This is an optimization exercise on Yosys and OpenROAD, whose aim is small area and a short achievable clock period, not a production implementation.
Function was not checked in any run shown here: the RTL went through the layout flow alone.
Power and IR drop assume default switching activity.

### design/flow/constraint.sdc
create_clock -name core_clock -period 8.0 [get_ports {clk}]
set_input_delay 1.6000 -clock core_clock [delete_from_list [all_inputs] [get_ports {clk}]]
set_output_delay 1.6000 -clock core_clock [all_outputs]
set_load 0.01 [all_outputs]
### design/flow/config.mk
export PLATFORM = sky130hd
export DESIGN_NAME = IOTDF
export DESIGN_NICKNAME = IOTDF
export VERILOG_FILES = /design/flow/design.v
export SDC_FILE = /design/flow/constraint.sdc
export NUM_CORES = 4
export LEC_CHECK = 0
export CAP_MARGIN = 20
export CORE_MARGIN = 2
export CORE_UTILIZATION = 40
export PLACE_DENSITY = 0.6
export SLEW_MARGIN = 20
### design/flow/flow/run.sh
#!/bin/bash
# Standard ORFS layout, with plain buffers (not delay cells) on the ports and
# a tighter setup target for the repair steps. Synthesis is the standard one.
set -euo pipefail
bash standard.sh synth > synth.log 2>&1
export BUFFER_PORTS_ARGS="-buffer_cell sky130_fd_sc_hd__buf_1"
export SETUP_SLACK_MARGIN=${MARGIN:-5.35}
export DONT_USE_CELLS="sky130_fd_sc_hd__clkdlybuf4s15_1 sky130_fd_sc_hd__clkdlybuf4s15_2 sky130_fd_sc_hd__clkdlybuf4s18_1 sky130_fd_sc_hd__clkdlybuf4s18_2 sky130_fd_sc_hd__clkdlybuf4s25_1 sky130_fd_sc_hd__clkdlybuf4s25_2 sky130_fd_sc_hd__clkdlybuf4s50_1 sky130_fd_sc_hd__clkdlybuf4s50_2 sky130_fd_sc_hd__dlygate4sd1_1 sky130_fd_sc_hd__dlygate4sd2_1 sky130_fd_sc_hd__dlygate4sd3_1 sky130_fd_sc_hd__dlymetal6s2s_1 sky130_fd_sc_hd__dlymetal6s4s_1 sky130_fd_sc_hd__dlymetal6s6s_1"
export CTS_ARGS="-sink_clustering_enable -repair_clock_nets -dont_use_dummy_load"
bash standard.sh > layout.log 2>&1
### design/flow/standard.sh
#!/bin/bash
# synth_recipe.tcl (not shown) runs the flow's synth.tcl, then flattens the netlist and writes it again
# the make line also repeats each setting of config.mk as NAME=value (left out here)
make -C /OpenROAD-flow-scripts/flow DESIGN_CONFIG=/design/flow/config.mk WORK_HOME=/design/flow/orfs CLKGATE_MAP_FILE= SYNTH_SCRIPT=/design/flow/synth_recipe.tcl "${@:-finish}"
### design/flow/design.v
`timescale 1ns/10ps
module IOTDF( clk, rst, in_en, iot_in, fn_sel, busy, valid, iot_out);
input          clk;
input          rst;
input          in_en;
input  [7:0]   iot_in;
input  [2:0]   fn_sel;
output         busy;
output         valid;
output [127:0] iot_out;
reg  [135:0] ring;
reg  [7:0]   ib;        
reg          g;         
reg          nadd;      
reg  [2:0]   fs;        
reg  [4:0]   c;         
reg  [2:0]   p;         
reg          busy_r, valid_r;
reg          win, lose;  
reg          exc;       
reg          first;     
reg          kz;        
assign busy    = busy_r;
assign valid   = valid_r;
assign iot_out = ring[127:0];
wire proc  = (c != 5'd0) & (c != 5'd17);
wire gap   = (c == 5'd16);
wire lane0 = (c == 5'd1);
wire last  = (p == 3'd7);
wire m_max  = (fs == 3'd1) | (fs == 3'd6);
wire m_rnd  = (fs == 3'd1) | (fs == 3'd2);
wire m_peak = (fs == 3'd6) | (fs == 3'd7);
wire m_mm   = m_rnd | m_peak;
wire m_avg  = (fs == 3'd3);
wire m_flt  = (fs == 3'd4) | (fs == 3'd5);
wire better    = m_max ? gt : lt;
wire worse     = m_max ? lt : gt;
wire eq_st     = ~win & ~lose;
wire load      = m_flt | ((m_rnd | (m_peak & first)) & (p == 3'd0));
wire dwr       = proc & (load | (m_mm & (win | (eq_st & ~worse))));
wire beat      = proc & eq_st & better & ~load;
wire       fresh  = m_avg & (p == 3'd0);
wire       addon  = m_avg & proc;
wire [7:0] wold   = fresh ? 8'd0 : ring[132:125];
wire [7:0] asum   = addon ? ib : wold;
wire [7:0] nwold  = nadd ? ring[124:117] : 8'd0;
wire [7:0] ag = iot_in & nwold;
wire [7:0] ap = iot_in | nwold;
wire [8:0] ac;
assign ac[0] = 1'b0;
genvar j, k;
generate
  for (j = 1; j < 9; j = j + 1) begin : cla
    wire [j-1:0] terms;
    for (k = 0; k < j; k = k + 1) begin : tm
      if (k == j - 1) begin : last
        assign terms[k] = ag[k];
      end else begin : mid
        assign terms[k] = ag[k] & (&ap[j-1:k+1]);
      end
    end
    assign ac[j] = |terms;
  end
endgenerate
wire [8:0] nsum = {ac[8], iot_in ^ nwold ^ ac[7:0]};
wire [7:0] rb = ring[135:128];
wire gt = ib > rb;
wire lt = ib < rb;
wire [122:0] cv = {ring[119:0], ring[135:133]};
wire [122:0] cn;
wire [30:0]  pg;
wire [30:0]  q;
genvar i;
generate
  for (i = 0; i < 31; i = i + 1) begin : grp
    if (i < 30) begin : full
      assign pg[i] = &cv[4*i+3:4*i];
      assign cn[4*i+3:4*i] = cv[4*i+3:4*i] + {3'd0, g & q[i]};
    end else begin : top
      assign pg[i] = 1'b0;
      assign cn[122:120] = cv[122:120] + {2'd0, g & q[i]};
    end
    if (i == 0) begin : q0
      assign q[i] = 1'b1;
    end else begin : qi
      assign q[i] = &pg[i-1:0];
    end
  end
endgenerate
wire top_in  = fs[0] ? ((ib >= 8'hC0) | ((ib < 8'h7F) & (ib != 8'h00)))
                     : ((ib >= 8'h70) & (ib < 8'hAF));
wire top_pnd = fs[0] ? ((ib == 8'h7F) | (ib == 8'h00)) : (ib == 8'hAF);
wire nek     = kz ? (|ib) : ~(&ib);
wire v_next = m_flt ? (win | (lose & nek))
                    : (last & (m_avg | m_rnd | (m_peak & (first | exc | beat))));
always @(posedge clk) begin
    ib <= nsum[7:0];
    g  <= nsum[8];
    nadd <= ~rst & m_avg & (c != 5'd15) & ~(gap ? last : (p == 3'd0));
    fs <= fn_sel;
    ring[4:0]     <= dwr ? ib[4:0] : asum[7:3];
    ring[7:5]     <= dwr ? ib[7:5] : cn[2:0];
    ring[127:8]   <= cn[122:3];
    ring[132:128] <= ring[124:120];
    ring[135:133] <= asum[2:0];
    if (~proc) begin
        win  <= 1'b0;
        lose <= 1'b0;
    end else if (m_flt) begin
        if (lane0) begin
            win  <= top_in;
            lose <= top_pnd;
            kz   <= ~(|ib);
        end else if (lose & nek) begin
            win  <= 1'b1;
            lose <= 1'b0;
        end
    end else if (eq_st) begin
        win  <= better;
        lose <= worse;
    end
    if (rst) begin
        c       <= 5'd17;
        p       <= 3'd0;
        busy_r  <= 1'b0;
        valid_r <= 1'b0;
        first   <= 1'b1;
    end else begin
        c       <= c[4] ? 5'd0 : c + 5'd1;
        busy_r  <= (c == 5'd14);
        valid_r <= gap & v_next;
        if (gap) begin
            p <= p + 3'd1;
            if (last) first <= 1'b0;
        end
    end
    if (gap & last)
        exc <= 1'b0;
    else if (beat)
        exc <= 1'b1;
end
endmodule
==> impl_metrics.json, run 1 <==
{
  "timing.setup.tns_ns": 0,
  "startpoint": "ring[114]",
  "ys.flop_type": "dfxtp_1",
  "ys_seq_area_share_pct": 42.9,
  "synth_cells": 747,
  "synth_area_sq_um": 7680,
  "max_stage_delay_ns": 0.43,
  "ys_ff_latch": 164,
  "timing.fmax_mhz": 380,
  "hp-class": "reg2reg",
  "vias": 5008,
  "avgSynthCellArea_sq_um": 10.3,
  "synth_edf_count": 1,
  "drtIter0Drc": 201,
  "ant_nets": 0,
  "status": "complete, no violations",
  "h-tree-depth": 4,
  "p_comb_share_pct": 21.6,
  "grt_overflow_total": 0,
  "seqPwrFrac_pct": 52.2,
  "final_util_pct": 44.8,
  "die_h_um": 143,
  "r2r_start": "ring[134]",
  "cts.path.max_buffers": 2,
  "syn2layout_area_growth_pct": 9.31,
  "p_sw_w": 0.000815,
  "path_clk_slew_ns": 0.05,
  "crit_fanout": 4,
  "hp-start": "ring[121]",
  "syn_nets": 854,
  "worstMarginPinSlew_ns": 0.543,
  "hpwlAfterDp_um": 11500,
  "vias_per_cell": 4.84,
  "drv_slew": 0,
  "die_area_sq_um": 20300,
  "antenna_found_initial": 1,
  "cp-end-kind": "output pin",
  "setup_violations": 0,
  "cts-root-buf": "clkbuf_16",
  "async_flop_share_pct": 0,
  "num_rows": 50,
  "cp.required_ns": 6.40,
  "path_cells": "buf_1",
  "drc": 0,
  "drive_above_1_share_pct": 17.4,
  "clkSinkCount": 164,
  "pwr-share-clk_pct": 26.3,
  "power_density_nw_per_um2": 294,
  "fin_crit_sh_pct": 32.9,
  "gp_congestion": 0.821,
  "p_leak_nw": 3.80,
  "worst_setup_path_start_kind": "flop",
  "start_util_pct": 40.9,
  "layout_min_cycle_time_ns": 2.63,
  "clock_skew_ns": 0.0268,
  "irDropWorstVdd_v": 0.000149,
  "synth_cell_types": 54,
  "cts_tree": "yes",
  "fin_cells": 1035,
  "timing.final.hold_violations": 0,
  "wl_per_cell_um": 14.5,
  "worst-path-buf-inv": 1,
  "grt_pass1_wl_um": 23900,
  "grt_max_degree": 17,
  "cts_buffers": 17,
  "slew_headroom_pct": 63.4,
  "cap_violations": 0,
  "portBuffers": 142,
  "cp_top_family": "flip-flops",
  "grt_pass1_vias": 4840,
  "dr.pass1.iters": 4,
  "synth_warnings": 1,
  "worst-setup-path-type": "reg2out",
  "grt_setup_unrepaired": "true",
  "core_area_sq_um": 18800,
  "grt_usage_pct": 15.0,
  "switching_share_pct": 33.0,
  "wirelength_um": 15000,
  "intPower_w": 0.00166,
  "die_w_um": 143,
  "arrival_ns": 1.03,
  "layout.nets": 909,
  "ioPinCount": 144,
  "dp.cells": 995,
  "clk_latency_ns": 0.42,
  "slowest_stage": "dfxtp_1"
}
[per-layer routing]
metal  track usage [%]  vias up  part of all wire, %  routed length [um]
li1                  -     2544                    -                   -
met1              19.2     2348                   47                7070
met2              24.0       99                   47                6980
met3              4.85       17                  4.7                 697
met4              4.64        0                  1.5                 218
met5                 0        -                    0                   0
[per-stage QoR]
step	hold slack, ns	total power [W]	area [sq um]	setup WS, ns
2_1_floorplan	0.393	0.00177	7740	5.21
3_3_place_gp	0.391	0.00179	7630	4.72
3_5_place_dp	0.389	0.00179	7630	4.71
4_1_cts	0.390	0.00249	8260	5.35
5_1_grt	0.404	0.00263	8400	5.20
6_report	0.386	0.00247	8400	5.37
[repair_timing]
item                                   in CTS  in global routing
pin swaps                                  22                 11
resized for setup                          30                 45
setup endpoints to repair                  35                 60
cloned                                      0                  0
setup buffers                              18                  4
endpoints found under the hold margin       0                  0
hold buffers                                0                  0
[cells in the final DEF (no fill, tap or decap), drive strengths merged, types with 2 or more instances in the layout]
cell    instances
a21oi          18
a31oi           3
and2            4
and3           10
and4            7
buf           152
clkbuf         29
dfxtp         163
ha             92
inv            41
mux2            7
mux2i           4
nand2          35
nand2b          6
nand3          51
nand4          24
nor2           20
nor2b           2
nor3           12
nor3b           3
nor4            8
o211a           2
o211ai          2
o21ai          10
o21bai          3
o22ai           4
or2             4
xnor2          36
xor2           34
[state kept, by name (all words and copies together), names as in the netlist, 3 cells and up]
signal / cells
c: 5
p: 3
ib: 8
ring: 136
fs: 3
[synth_stat cells, drive strengths merged (3+ instances only)]
library cell	count	area (sq um)
nand3	51	260
buf	122	917
nand2	35	134
mux2	7	78.8
nor4	8	101
and2	4	28.8
nor3b	3	22.5
o21bai	3	22.5
or2	4	25.0
xnor2	36	315
xor2	34	298
nand4	24	165
ha	92	1150
mux2i	4	40.0
and3	10	66.3
inv	41	154
nor2	20	75.1
a31oi	3	18.8
and4	7	65.1
clkbuf	6	22.5
nand2b	6	37.5
a21oi	18	90.1
o22ai	4	25.0
o21ai	10	50.1
nor3	12	60.1
dfxtp	163	3260
[final timing paths]
| kind | to | slack, ns | depth (start not counted) |
|---|---|---|---|
| worst min-delay path | ring[129] | 0.39 | 0 |
| worst max-delay path | iot_out[114] | 5.37 | 1 |
| worst min register to register | ring[129] | 0.39 | 0 |
| worst max register to register | ring[127] | 5.41 | 10 |
[area by class of cell]
cell class	instances	area, sq um
fill	1827	10400
timing repair buffer	164	724
sequential	164	3340
inverter	41	170
tap	234	293
antenna	1	2.50
multi-input combinational	414	3440
clock buffer	17	425
[power by group through the flow]
stage,sequential (W),combinational [W],clock (W)
after global routing,0.00132,0.000600,0.000703
after detailed placement,0.00130,0.000496,0
after floorplan,0.00122,0.000549,0
after CTS,0.00128,0.000528,0.000675
final,0.00129,0.000533,0.000649
after global placement,0.00130,0.000494,0
[cell families after synthesis]
group           count (synthesis)  synth area share [%]
simple gates                  188                  13.9
buf+inv                       169                  14.2
flops                         164                  42.9
fa+ha+maj                      93                  15.2
xor+xnor                       70                  7.98
compound gates                 52                  4.25
mux                            11                  1.55
==> inputs of run 2 (changes only) <==
--- a/design/flow/design.v
+++ b/design/flow/design.v
@@ -46,18 +46,9 @@
 wire [7:0] nwold  = nadd ? ring[124:117] : 8'd0;
-wire [7:0] ag = iot_in & nwold;
-wire [7:0] ap = iot_in | nwold;
+wire [7:0] nlo = ~nwold;
 wire [8:0] ac;
 assign ac[0] = 1'b0;
-genvar j, k;
+genvar j;
 generate
   for (j = 1; j < 9; j = j + 1) begin : cla
-    wire [j-1:0] terms;
-    for (k = 0; k < j; k = k + 1) begin : tm
-      if (k == j - 1) begin : last
-        assign terms[k] = ag[k];
-      end else begin : mid
-        assign terms[k] = ag[k] & (&ap[j-1:k+1]);
-      end
-    end
-    assign ac[j] = |terms;
+    assign ac[j] = iot_in[j-1:0] > nlo[j-1:0];
   end
@@ -66,4 +57,19 @@
 wire [7:0] rb = ring[135:128];
-wire gt = ib > rb;
-wire lt = ib < rb;
+wire [7:0] cg = ib & ~rb;      
+wire [7:0] cl = ~ib & rb;
+wire [7:0] ce = ~(cg | cl);
+wire [7:0] gtt, ltt;
+generate
+  for (j = 0; j < 8; j = j + 1) begin : cmp
+    if (j == 7) begin : msb
+      assign gtt[j] = cg[j];
+      assign ltt[j] = cl[j];
+    end else begin : oth
+      assign gtt[j] = cg[j] & (&ce[7:j+1]);
+      assign ltt[j] = cl[j] & (&ce[7:j+1]);
+    end
+  end
+endgenerate
+wire gt = |gtt;
+wire lt = |ltt;
 wire [122:0] cv = {ring[119:0], ring[135:133]};
--- a/design/flow/flow/run.sh
+++ b/design/flow/flow/run.sh
@@ -6,5 +6,5 @@
 export BUFFER_PORTS_ARGS="-buffer_cell sky130_fd_sc_hd__buf_1"
-export SETUP_SLACK_MARGIN=${MARGIN:-5.35}
+export SETUP_SLACK_MARGIN=${MARGIN:-5.3}
 export DONT_USE_CELLS="sky130_fd_sc_hd__clkdlybuf4s15_1 sky130_fd_sc_hd__clkdlybuf4s15_2 sky130_fd_sc_hd__clkdlybuf4s18_1 sky130_fd_sc_hd__clkdlybuf4s18_2 sky130_fd_sc_hd__clkdlybuf4s25_1 sky130_fd_sc_hd__clkdlybuf4s25_2 sky130_fd_sc_hd__clkdlybuf4s50_1 sky130_fd_sc_hd__clkdlybuf4s50_2 sky130_fd_sc_hd__dlygate4sd1_1 sky130_fd_sc_hd__dlygate4sd2_1 sky130_fd_sc_hd__dlygate4sd3_1 sky130_fd_sc_hd__dlymetal6s2s_1 sky130_fd_sc_hd__dlymetal6s4s_1 sky130_fd_sc_hd__dlymetal6s6s_1"
-export CTS_ARGS="-sink_clustering_enable -repair_clock_nets -dont_use_dummy_load"
+export CTS_ARGS="-sink_clustering_enable -repair_clock_nets -dont_use_dummy_load -buf_list {sky130_fd_sc_hd__clkbuf_4 sky130_fd_sc_hd__clkbuf_8}"
 bash standard.sh > layout.log 2>&1
--- a/design/flow/config.mk
+++ b/design/flow/config.mk
@@ -9,4 +9,4 @@
 export CORE_MARGIN = 2
-export CORE_UTILIZATION = 40
-export PLACE_DENSITY = 0.6
+export CORE_UTILIZATION = 65
+export PLACE_DENSITY = 0.75
 export SLEW_MARGIN = 20
==> impl_metrics.json, run 2 <==
{
  "avgSynthCellArea_sq_um": 10.3,
  "synth.most_common_cell": "dfxtp_1",
  "clkSinkCount": 164,
  "cts_buffers": 17,
  "largest-register": "ring",
  "worst_slack_ns": 4.88,
  "grt_pass1_wl_um": 25400,
  "drive_above_1_share_pct": 21.9,
  "switching_share_pct": 36.6,
  "layout_common_cells": "buf_1, dfxtp_1, ha_1",
  "total_power_w": 0.00236,
  "antenna_found_initial": 0,
  "dp.cells": 904,
  "worst-path-buf-inv": 2,
  "drc": 0,
  "drv_slew": 0,
  "vias": 5267,
  "synth_cell_types": 54,
  "ant_nets": 0,
  "synth_area_sq_um": 7680,
  "cts-root-buf": "clkbuf_8",
  "worst-setup-path-type": "reg2reg",
  "synth_common_cells": "dfxtp_1, buf_4, ha_1",
  "drtIter0Drc": 297,
  "core_area_sq_um": 11500,
  "vias_per_cell": 5.59,
  "p_leak_nw": 3.60,
  "worst_setup_path_start_kind": "flop",
  "dr.pass1.iters": 4,
  "gp_congestion": 0.902,
  "cts.path.max_buffers": 2,
  "layout.nets": 907,
  "async_flop_share_pct": 0,
  "hold_buffers": 0,
  "cpMostUsedCell": "ha_1",
  "worstMarginPinSlew_ns": 0.591,
  "synth_cells": 746,
  "status": "complete, no violations",
  "synth_edf_count": 1,
  "seqPwrFrac_pct": 56.6,
  "die_w_um": 113,
  "clock_skew_ns": 0.0218,
  "path_cells": "nand3_2 > or4_4 > or4b_4 > or2_4 > buf_4 > buf_12 > nor3_1 > ha_1 > ha_1 > xor2_1",
  "cap_violations": 0,
  "clk_latency_ns": 0.46,
  "synth_top_area_share_pct": 42.5,
  "h-tree-depth": 4,
  "layout_min_cycle_time_ns": 3.12,
  "cp_top_family": "simple AND/OR/NAND/NOR gates",
  "hpwlAfterDp_um": 11100,
  "wl_per_cell_um": 17.2,
  "cp.required_ns": 8.37,
  "final_util_pct": 74.8,
  "wirelength_um": 16200,
  "arrival_ns": 3.48,
  "p_comb_share_pct": 24.6,
  "ys_seq_area_share_pct": 42.9,
  "timing.setup.tns_ns": 0,
  "pwr-share-clk_pct": 18.8,
  "num_rows": 39,
  "fin_cells": 942,
  "layout_commonest_cell": "buf_1",
  "grt_pass1_vias": 5370,
  "syn2layout_area_growth_pct": 11.7,
  "die_h_um": 113,
  "synth_warnings": 1,
  "portBuffers": 142,
  "start_util_pct": 67.0,
  "grt_usage_pct": 25.2,
  "reg_top3": "ring x136, ib x8, c x5",
  "p_sw_w": 0.000865,
  "synth_top_cell_by_area": "dfxtp_1",
  "synth_area_leaders": "dfxtp_1, ha_1, buf_4, xnor2_1, xor2_1",
  "ys_ff_latch": 164,
  "slowest_stage": "or4b_4",
  "grt_max_degree": 17,
  "power_density_nw_per_um2": 275,
  "setup_violations": 0,
  "crit_fanout": 8,
  "largest_register_ffs": 136,
  "cts_tree": "yes",
  "ys.flop_type": "dfxtp_1",
  "dp_slack_ns": 4.75,
  "die_area_sq_um": 12700,
  "intPower_w": 0.00150,
  "fin_crit_sh_pct": 38.9,
  "timing.final.hold_violations": 0,
  "path_clk_slew_ns": 0.08,
  "grt_setup_unrepaired": "true",
  "irDropWorstVdd_v": 0.000221,
  "hp-class": "reg2reg",
  "timing.fmax_mhz": 321,
  "max_stage_delay_ns": 0.57,
  "slew_headroom_pct": 60.1,
  "cp-end-kind": "flop",
  "antenna_cells_inserted": 0,
  "syn_nets": 852,
  "ioPinCount": 144,
  "grt_overflow_total": 0
}
[run 2: changes by cell type in the layout (fill, tap and decap cells not counted), sizes merged, moves of 4 or more]
cell	before	now
a211oi	0	8
a21oi	18	11
and2	4	10
and3	10	4
inv	41	36
mux2	7	3
mux2i	4	10
nand2	35	22
nand2b	6	2
nand3	51	43
nor2	20	27
nor2b	2	10
nor3	12	17
[run 2: kinds of logic (layout without fill, tap and decap cells)]
logic type | after synthesis | in the layout | synth area share [%]
XOR/XNOR | 72 | 72 | 8.21
buffers and inverters | 164 | 217 | 14.0
adder cells (fa/ha/maj) | 92 | 92 | 15.0
AND/OR/NAND/NOR | 181 | 181 | 12.9
AO/OA/AOI/OAI | 60 | 60 | 5.23
multiplexers | 13 | 13 | 1.74
flip-flops | 164 | 164 | 42.9
[run 2: routing by layer]
layer  track usage [%]  part of all wire (%)  up-vias
li1                  -                     -     2542
met1              29.0                    42     2522
met2              43.3                    50      169
met3              8.05                   6.0       34
met4              10.8                   2.4        0
met5                 0                     0        -
[run 2: path summary, 6_finish.rpt]
check / from / cells after the start / slack [ns] / endpoint
worst max register to register: ring[0] / 10 / 4.88 / ring[91]
worst min-delay path: ring[124] / 0 / 0.38 / ring[132]
worst min register to register: ring[124] / 0 / 0.38 / ring[132]
worst max-delay path: ring[0] / 10 / 4.88 / ring[91]
[run 2: final cells by class]
cell class                 instances  area (sq um)
fill                             773          2890
clock buffer                      17           234
sequential                       164          3340
inverter                          37           146
tap                              143           179
multi-input combinational        418          3940
timing repair buffer             163           737
[run 2: power groups by stage]
stage                     combinational [W]  sequential, W  clock [W]
after floorplan                    0.000565        0.00124          0
after global placement             0.000512        0.00129          0
after detailed placement           0.000519        0.00130          0
after CTS                          0.000561        0.00130   0.000450
after global routing               0.000641        0.00136   0.000483
final                              0.000581        0.00134   0.000445
[run 2: what timing repair did]
item,4_1_cts,5_1_grt
pin swaps,11,18
setup buffers,17,4
resized for setup,73,76
endpoints found under the setup margin,73,111
[run 2: metrics by stage]
| stage | hold slack [ns] | instance area [sq um] |
|---|---|---|
| finish | 0.376 | 8580 |
| detailed placement | 0.379 | 7560 |
| global placement | 0.374 | 7560 |
| floorplan | 0.389 | 7780 |
| CTS | 0.379 | 8280 |
| global route | 0.381 | 8580 |
==> inputs of run 3 (changes only) <==
--- a/design/flow/design.v
+++ b/design/flow/design.v
@@ -46,9 +46,18 @@
 wire [7:0] nwold  = nadd ? ring[124:117] : 8'd0;
-wire [7:0] nlo = ~nwold;
+wire [7:0] ag = iot_in & nwold;
+wire [7:0] ap = iot_in | nwold;
 wire [8:0] ac;
 assign ac[0] = 1'b0;
-genvar j;
+genvar j, k;
 generate
   for (j = 1; j < 9; j = j + 1) begin : cla
-    assign ac[j] = iot_in[j-1:0] > nlo[j-1:0];
+    wire [j-1:0] terms;
+    for (k = 0; k < j; k = k + 1) begin : tm
+      if (k == j - 1) begin : last
+        assign terms[k] = ag[k];
+      end else begin : mid
+        assign terms[k] = ag[k] & (&ap[j-1:k+1]);
+      end
+    end
+    assign ac[j] = |terms;
   end
@@ -76,18 +85,17 @@
 wire [122:0] cn;
-wire [30:0]  pg;
-wire [30:0]  q;
+wire [14:0]  p8;
+wire [15:0]  q8;
 genvar i;
 generate
-  for (i = 0; i < 31; i = i + 1) begin : grp
-    if (i < 30) begin : full
-      assign pg[i] = &cv[4*i+3:4*i];
-      assign cn[4*i+3:4*i] = cv[4*i+3:4*i] + {3'd0, g & q[i]};
+  for (i = 0; i < 16; i = i + 1) begin : lane
+    if (i < 15) begin : full
+      assign p8[i] = &cv[8*i+7:8*i];
+      assign cn[8*i+7:8*i] = cv[8*i+7:8*i] + {7'd0, g & q8[i]};
     end else begin : top
-      assign pg[i] = 1'b0;
-      assign cn[122:120] = cv[122:120] + {2'd0, g & q[i]};
+      assign cn[122:120] = cv[122:120] + {2'd0, g & q8[i]};
     end
     if (i == 0) begin : q0
-      assign q[i] = 1'b1;
+      assign q8[i] = 1'b1;
     end else begin : qi
-      assign q[i] = &pg[i-1:0];
+      assign q8[i] = &p8[i-1:0];
     end
==> impl_metrics.json, run 3 <==
{
  "drc": 0,
  "timing.setup.tns_ns": 0,
  "slowest_stage": "dfxtp_1",
  "syn_nets": 907,
  "avgSynthCellArea_sq_um": 9.67,
  "layout_min_cycle_time_ns": 2.65,
  "synth_edf_count": 1,
  "layout_commonest_cell": "buf_1",
  "fin_crit_sh_pct": 33.2,
  "grt_overflow_total": 0,
  "synth_warnings": 1,
  "drive_above_1_share_pct": 8.50,
  "crit_fanout": 6,
  "clkSinkCount": 164,
  "fillerInstances": 962,
  "ys.flop_type": "dfxtp_1",
  "multi_input_area_sq_um": 3640,
  "r2r_slack_ns": 5.44,
  "grt_max_degree": 17,
  "grt_pass1_vias": 5201,
  "core_area_sq_um": 12000,
  "ant_nets": 0,
  "synth_cells": 824,
  "clock_skew_ns": 0.0231,
  "cts_buffers": 17,
  "ys_ff_latch": 164,
  "grt_setup_unrepaired": "false",
  "h-tree-depth": 4,
  "power_density_nw_per_um2": 274,
  "cts-root-buf": "clkbuf_8",
  "synth_area_leaders": "dfxtp_1, buf_4, ha_1, xnor2_1, xor2_1",
  "cts.path.max_buffers": 2,
  "dp.cells": 985,
  "worstMarginPinSlew_ns": 0.485,
  "grt_pass1_wl_um": 23700,
  "irDropWorstVdd_v": 0.000197,
  "path_clk_slew_ns": 0.07,
  "wl_per_cell_um": 14.8,
  "hpwlAfterDp_um": 11400,
  "antenna_cells_inserted": 0,
  "synth_top_area_share_pct": 41.0,
  "largest_register_ffs": 136,
  "seqCellArea_sq_um": 3330,
  "wl_met3_um": 703,
  "synth_area_sq_um": 7970,
  "clk_latency_ns": 0.45,
  "antenna_found_initial": 1,
  "largest-register": "ring",
  "wirelength_um": 14900,
  "fin_cells": 1006,
  "num_rows": 40,
  "slew_headroom_pct": 67.4,
  "async_flop_share_pct": 0,
  "cts_tree": "yes",
  "arrival_ns": 1.05,
  "synth_cell_types": 56,
  "worst_setup_path_start_kind": "flop",
  "vias": 5492,
  "hp-class": "reg2reg",
  "drv_slew": 0,
  "met2_length_um": 7440,
  "layout_common_cells": "buf_1, dfxtp_1, ha_1",
  "cp-end-kind": "output pin",
  "vias_per_cell": 5.46,
  "ioPinCount": 144,
  "worst-setup-path-type": "reg2out",
  "start_util_pct": 66.3,
  "reg_top3": "ring x136, ib x8, c x5",
  "die_area_sq_um": 13200,
  "cp_top_family": "flip-flops",
  "syn2layout_area_growth_pct": 1.99,
  "ys_seq_area_share_pct": 41.3,
  "timing.fmax_mhz": 377,
  "layout.nets": 944,
  "worst-path-buf-inv": 1,
  "max_stage_delay_ns": 0.44,
  "status": "complete, no violations",
  "gp_congestion": 0.851,
  "timing.final.hold_violations": 0,
  "synth.most_common_cell": "dfxtp_1",
  "synth_top_cell_by_area": "dfxtp_1",
  "die_w_um": 115,
  "p_leak_nw": 3.52,
  "setup_violations": 0,
  "die_h_um": 115,
  "synth_common_cells": "dfxtp_1, buf_4, ha_1",
  "path_cells": "buf_1",
  "drtIter0Drc": 189,
  "grt_usage_pct": 22.6,
  "portBuffers": 142,
  "drt-met1-wl_um": 6540,
  "highest_layer": "met5",
  "dr.pass1.iters": 4,
  "cap_violations": 0,
  "cp.required_ns": 6.40
}
==> run 3: cell type report <==
cell class / instances / area share, %
multi-input cells: 489 / 44.8
flip-flops and latches: 164 / 41.0
repair buffers: 146 / 6.94
clock buffers: 17 / 2.88
well taps: 147 / 2.26
inverters: 43 / 2.14
==> run 3: logic make-up (layout without fill, tap and decap cells) <==
kind of cell	count (synthesis)	in the layout	synth area share [%]
adders and majority gates	69	69	10.9
muxes	12	12	1.68
DFF	164	164	41.3
and+or+nand+nor	261	261	17.2
buffers and inverters	171	206	13.8
AOI/OAI and AO/OA	48	48	4.24
xor gates and xnor gates	99	99	10.9
==> run 3: report_power, final <==
part	switching (W)	internal, W
Clock	0.000244	0.000187
Combinational	0.000286	0.000217
Sequential	0.000252	0.00104
Total	0.000782	0.00144
==> run 3: layer usage <==
layer | GRT usage, % | vias to the layer above
met2 | 39.0 | 148
met1 | 27.7 | 2609
met5 | 0 | -
met4 | 7.71 | 2
li1 | - | 2708
met3 | 5.72 | 25
==> run 3: through the flow <==
stage          total power, W  cell area, sq um  util, %  setup WS (ns)  hold WS (ns)
2_1_floorplan         0.00178              8000        -           5.29         0.393
3_5_place_dp          0.00179              7780     64.8           4.78         0.397
5_1_grt               0.00235              8130     67.7           5.30         0.407
4_1_cts               0.00222              8040     66.9           5.30         0.405
3_3_place_gp          0.00177              7780     64.8           4.84         0.402
6_report              0.00222              8130     67.7           5.35         0.404
==> run 3: what timing repair did <==
item | CTS | global route
buffers inserted | 1 | 3
endpoints found under the setup margin | 7 | 40
hold buffers | 0 | 0
resized for setup | 3 | 35
pin swaps | 1 | 9
==> run 3: final timing paths <==
kind,from,to,cells past startpoint
setup / recovery,ring[111],iot_out[111],1
hold / removal,ring[122],ring[130],0
setup reg to reg,ring[33],ring[123],10
hold reg to reg,ring[122],ring[130],0

static timing again, ports no longer ideal:
The results above use ideal ports. As a check the final layouts listed here were re-extracted and re-timed, cells and wires unchanged.
Step 1 sets driving cells, clkbuf_16 on the clock port and buf_2 on the other inputs (assumed; they add their load-dependent delay and slew).
Step 2 moves the port delays by t, midway between the first and last clock arrival at a register: inputs arrive t later, outputs are due t later. That takes back most of the time a late clock gives input paths.
Slacks: ideal / step 1 / step 2; pairs: ideal / step 1.
run | shift t [ns] | setup WS [ns] | worst setup path at the end | worst register clock-pin slew, ns | pins driven straight from the clock port
run 1 | 0.451 | 5.370 / 5.328 / 4.961 | input to register | 0.07 / 0.07 | 1
run 2 | 0.488 | 4.885 / 4.885 / 4.885 | register to register | 0.08 / 0.08 | 1
run 3 | 0.473 | 5.348 / 5.312 / 4.932 | input to register | 0.09 / 0.09 | 1
After both steps every run listed still meets setup and hold. For run 3, which loses most, drivers alone change the setup slack by -0.036 ns; drivers and shift together by -0.416 ns.
